Background: an optimization exercise with open tools, aiming at small area, a short achievable clock period and few clock cycles. Do not read the settings as production practice.
Only simulation tests tie the RTL to the original design; equivalence was not proved.
Power figures rest on the tool's default switching activity, not on a simulated workload.

## flow/design.v (module list and top-level ports; edited modules follow where they fit)
// module PushBox_Engine: 871 lines
// module PushBox_Eval: 657 lines
// module PushBox_Near: 13 lines
module PushBox_Engine(
    input clk,
    input rst,
    input cmd_valid,
    input [1:0] cmd,         
    input [1:0] dir,         
    input [3:0] level_in,    
    output ready,
    output loaded,
    output [3:0] level,
    output [15:0] step,
    output [7:0] holes,
    output [8:0] person,
    output win,
    input [8:0] rd_addr,
    output [3:0] rd_data
    );
  // ...
==> flow/run.sh <==
#!/bin/bash
# synth_recipe.tcl (not shown) runs the flow's synth.tcl, then flattens the netlist and writes it again
# the make line also repeats each setting of config.mk as NAME=value (left out here)
make -C /OpenROAD-flow-scripts/flow DESIGN_CONFIG=/design/flow/config.mk WORK_HOME=/design/flow/orfs CLKGATE_MAP_FILE= SYNTH_SCRIPT=/design/flow/synth_recipe.tcl finish
==> flow/config.mk <==
export PLATFORM = sky130hd
export DESIGN_NAME = PushBox_Engine
export DESIGN_NICKNAME = PushBox_Engine
export VERILOG_FILES = /design/flow/design.v
export SDC_FILE = /design/flow/constraint.sdc
export NUM_CORES = 4
export LEC_CHECK = 0
export ABC_AREA = 1
export CAP_MARGIN = 5
export CORE_MARGIN = 2
export CORE_UTILIZATION = 22
export SETUP_SLACK_MARGIN = 3.0
export SLEW_MARGIN = 5
export SYNTH_HIERARCHICAL = 1
==> flow/constraint.sdc <==
create_clock -name core_clock -period 7.0 [get_ports {clk}]
set_input_delay 1.4000 -clock core_clock [delete_from_list [all_inputs] [get_ports {clk}]]
set_output_delay 1.4000 -clock core_clock [all_outputs]
set_load 0.01 [all_outputs]
==> results_dict.tcl, run 1 <==
set metrics [dict create \
    outcome "finished clean" \
    ff2ff_path_depth 20 \
    synth_top_family_by_area "simple AND/OR/NAND/NOR gates" \
    cpPeakStageDelay_ns 0.52 \
    power_mw 3.496 \
    seqPwrFrac 0.310 \
    ys_types 61 \
    gp_congestion 1.160 \
    finalSetupTns_ns 0 \
    dpl-instance-area_um2 23170 \
    viasPerCell 5.663 \
    finalSetupViolCount 0 \
    synth-simple-area-share 0.6006 \
    path_clk_slew_ns 0.09 \
    buffers 319 \
    globalRouteMet2Util 0.4957 \
    final_antenna_net_count 0 \
    slew_violations 0 \
    synth.cell_area_um2 20540 \
    hold_class "reg -> reg" \
    clock-skew-final_ns 0.01659 \
    cp.depth 20 \
    met3WireLength_um 20590 \
    n_tap_cell 1254 \
    required_ns 7.40 \
    portBuffers 58 \
    seq_area_frac_synth 0.1755 \
    seq_cell_power_mw 1.08 \
    setup_slack_ns 2.945 \
    switching_share 0.4776 \
    wirelength_um 167800 \
    yosysTopAreaCell "nand2_1" \
    drc 0 \
    wl_met2_um 67230 \
    stdcell_count 5440 \
    worstPathMaxFanout 8 \
    initial_core_util 0.2210 \
    p_sw_mw 1.670 \
    nets 4214 \
    holdCritStartpoint "step_r[12]" \
    p_leak_nw 12.48 \
]
Testbench counts, summed over its fixed seeds: cycles 6,791.
==> run 2: changes to the inputs <==
--- a/flow/config.mk
+++ b/flow/config.mk
@@ -9,6 +9,6 @@
 export CAP_MARGIN = 5
 export CORE_MARGIN = 2
-export CORE_UTILIZATION = 22
-export SETUP_SLACK_MARGIN = 3.0
+export CORE_UTILIZATION = 20
+export SETUP_SLACK_MARGIN = 2.8
 export SLEW_MARGIN = 5
 export SYNTH_HIERARCHICAL = 1
==> run 2 against run 1 <==
Compared with the run above: final cell count increased by 1.2%; power decreased by 1.2%; clock skew grew 0.0075 ns; clock power rose by 0.4%; critical path type unchanged.
==> results_dict.tcl, run 2 <==
set metrics [dict create \
    p_leak_nw 12.13 \
    largest_register_ffs 82 \
    netlist.area_leader.share 0.2625 \
    synth.cell_area_um2 20540 \
    worstReg2RegStart "lv_r[11]" \
    gr-total-overflow 0 \
    synth_cells 3950 \
    synth_warnings 7 \
    regMostFlops "box" \
    cts_max_level 4 \
    ys_top_cells_by_area "nand2_1 26%, nor2_1 13%, nand3_1 12%" \
    hold_class "reg -> reg" \
    antenna_found_initial 8 \
    worstPathMaxFanout 11 \
    finalSetupViolCount 0 \
    grt_use_total 0.3012 \
    portBuffers 58 \
    avgSynthCellArea_um2 5.199 \
    vias 30500 \
    holdCritStartpoint "step_r[3]" \
    dp_cells 5395 \
    synthArstFlopShare 0.03871 \
    fin_crit_sh 0.6057 \
    crit_start "lv_r[11]" \
    syn_to_final_growth_pct 22.67 \
    wire_per_inst_um 30.12 \
    dpl.hpwl_um 132300 \
    first_iter_violations 5480 \
    viasPerCell 5.540 \
    multi_input_area_um2 15740 \
    insertion_delay_ns 0.51 \
    gp_congestion 1.146 \
    cts_root_buffer "clkbuf_16" \
    numCtsBuffers 17 \
    cts.sinks 155 \
    grt_pass1_vias 27660 \
    path_clk_slew_ns 0.08 \
    regArea_um2 3603 \
    crit_type "reg -> reg" \
    outcome "finished clean" \
    yosysTopAreaCell "nand2_1" \
    nets 4162 \
    required_ns 7.43 \
    fp.dieW_um 324.4 \
    final_cell_mix "1,421 x nand2_1, 651 x nor2_1, 485 x nand3_1, 267 x inv_1, 197 x buf_4" \
    grt_max_degree 81 \
    seq_area_frac_synth 0.1755 \
    synthTopCellsByCount "1,436 x nand2_1, 736 x nor2_1, 497 x nand3_1" \
    max-vdd-ir-drop_uv 183.9 \
    power.density_nw_per_um2 137.1 \
    dieArea_um2 105300 \
    drc 0 \
    yosysMostFrequentCell "nand2_1" \
    end_kind "flip-flop" \
    arrival_ns 4.67 \
    num_rows 117 \
    stdcell_count 5505 \
    startpoint_type "flip-flop" \
    initial_core_util 0.2019 \
    clock.fmax_mhz 235.9 \
    reg_top3 "box (82), pd_r (19)" \
    ios 64 \
    final_antenna_net_count 0 \
    cts_tree "yes" \
    final_common_cell "nand2_1" \
    ys_types 61 \
    hold_ws_ns 0.5000 \
    core_area_um2 101700 \
    die_h_um 324.4 \
    rsz0062_at_grt "false" \
    ys_ff_latch 155 \
    synth_edf_count 47 \
    maxSlewHeadroom 0.1481 \
    finalSetupTns_ns 0 \
    drtPass1Iterations 8 \
    filler_cell_count 11940 \
    wirelength_um 165800 \
    clock-skew-final_ns 0.02404 \
    hold_viol 0 \
    clk_path_buf_depth 2 \
    slew_violations 0 \
    synth_top_flop_cell "dfxtp_1" \
    worst_pin_slew_ns 1.273 \
    fin_crit_ns 4.240 \
    grt_pass1_wl_um 224300 \
    cap_viol_max_count 0 \
    drive_gt1_frac 0.1277 \
]
run 2: routing by layer:
layer | up-vias | GRT usage | part of all wire | routed length (µm)
met5 | - | 0 | 0.00058 | 96
met4 | 14 | 0.2090 | 0.092 | 15320
met3 | 707 | 0.09160 | 0.13 | 20990
met2 | 2491 | 0.4299 | 0.40 | 65540
met1 | 14200 | 0.3847 | 0.39 | 63860
li1 | 13090 | - | - | -
run 2: layout make-up:
| class | instances | area share |
|---|---|---|
| Antenna cell | 3 | 0.0002980 |
| Multi-Input combinational cell | 3359 | 0.6248 |
| Timing Repair Buffer | 267 | 0.09064 |
| Timing Repair inverter | 1 | 0.0002980 |
| Clock buffer | 17 | 0.01689 |
| Sequential cell | 155 | 0.1430 |
| Clock inverter | 15 | 0.006407 |
| Tap cell | 1368 | 0.06794 |
| Inverter | 320 | 0.04966 |
run 2: worst max-delay path, stage by stage (launching register included):
cell	delay [ns]
edfxtp_1	0.60
inv_1	0.25
nand2_1	0.30
nor2_4	0.13
a21oi_1	0.31
buf_4	0.30
nand3_2	0.24
nand2_2	0.21
nor3_2	0.08
nand2_1	0.07
nor2_1	0.04
nand2_1	0.07
nand2_1	0.05
nand2_1	0.14
o21ai_4	0.08
buf_12	0.20
nor2_4	0.27
inv_4	0.17
nor2_1	0.34
nand2_1	0.09
nand2_1	0.11
nand2_1	0.06
nand2_1	0.06
run 2: timing repair:
action,in CTS,in global routing
resized for setup,87,120
cloned,1,0
hold buffers,0,0
buffers inserted,30,44
pin swaps,4,11
setup endpoints to repair,143,140
run 2: per-module statistics from Yosys, one instance, submodules excluded:
module,copies in the design,area [µm²],cells,flip-flops and latches
PushBox_Engine,1,13450,2386,155
PushBox_Eval,1,6023,1373,0
PushBox_Near,1,1067,191,0
run 2: report_power, final:
group | leakage (nW) | internal, mW | switching, mW | total, mW
sequential | 1.37 | 0.986 | 0.0894 | 1.08
clock | 0.291 | 0.480 | 0.509 | 0.990
combinational | 10.5 | 0.342 | 1.05 | 1.39
run 2: logic make-up (layout without fill, tap and decap cells):
| logic type | Yosys count | in the layout | share of synthesized area |
|---|---|---|---|
| other | 2 | 28 | 0.0003657 |
| XOR/XNOR | 32 | 32 | 0.01365 |
| AND/OR/NAND/NOR | 2922 | 2922 | 0.6006 |
| buffers and inverters | 459 | 620 | 0.09790 |
| flip-flops | 155 | 155 | 0.1755 |
| AO/OA/AOI/OAI | 359 | 359 | 0.09918 |
| adder cells (fa/ha/maj) | 21 | 21 | 0.01279 |
run 2: path summary, 6_finish.rpt:
check | endpoint | slack (ns) | depth (start not counted)
max in group asynchronous | level_r[0] | 5.69 | 2
min | step_r[3] | 0.50 | 2
min reg2reg | step_r[3] | 0.50 | 2
max | box[24] | 2.76 | 22
max reg2reg | box[24] | 2.76 | 22
min in group asynchronous | level_r[2] | 1.12 | 2
run 2: per-stage QoR:
step | area (µm²) | utilization | power [mW] | worst slack, ns
2_1_floorplan | 20620 | - | 1.690 | 3.569
3_3_place_gp | 23170 | 0.2278 | 2.327 | 1.780
3_5_place_dp | 23180 | 0.2278 | 2.317 | 1.930
4_1_cts | 24370 | 0.2395 | 3.313 | 2.766
5_1_grt | 25190 | 0.2475 | 3.515 | 2.759
6_report | 25190 | 0.2476 | 3.453 | 2.760

afterwards: timing with drivers on the ports:
No port has a modelled driver above. Below, the same layouts with a new extraction and two added sets of constraints.
Step 1: set_driving_cell puts a clkbuf_16 on clk and a buf_2 on each other input, an assumption about the parent block.
Step 2 moves the port delays by t, midway between the first and last clock arrival at a register: inputs arrive t later, outputs are due t later. That takes back most of the time a late clock gives input paths.
Slacks: ideal ports / drivers / drivers and shift; pairs: ideal ports / drivers.
| run | t, ns | setup WS [ns] | worst hold slack (ns) | worst register clock-pin slew, ns |
|---|---|---|---|---|
| run 1 | 0.555 | 2.945 / 2.945 / 2.545 | 0.500 / 0.500 / 0.500 | 0.09 / 0.09 |
| run 2 | 0.560 | 2.760 / 2.760 / 2.330 | 0.500 / 0.500 / 0.500 | 0.09 / 0.09 |
After both steps every run listed still meets setup and hold. For run 2, which loses most, drivers alone change the setup slack by 0.000 ns; drivers and shift together by -0.430 ns.
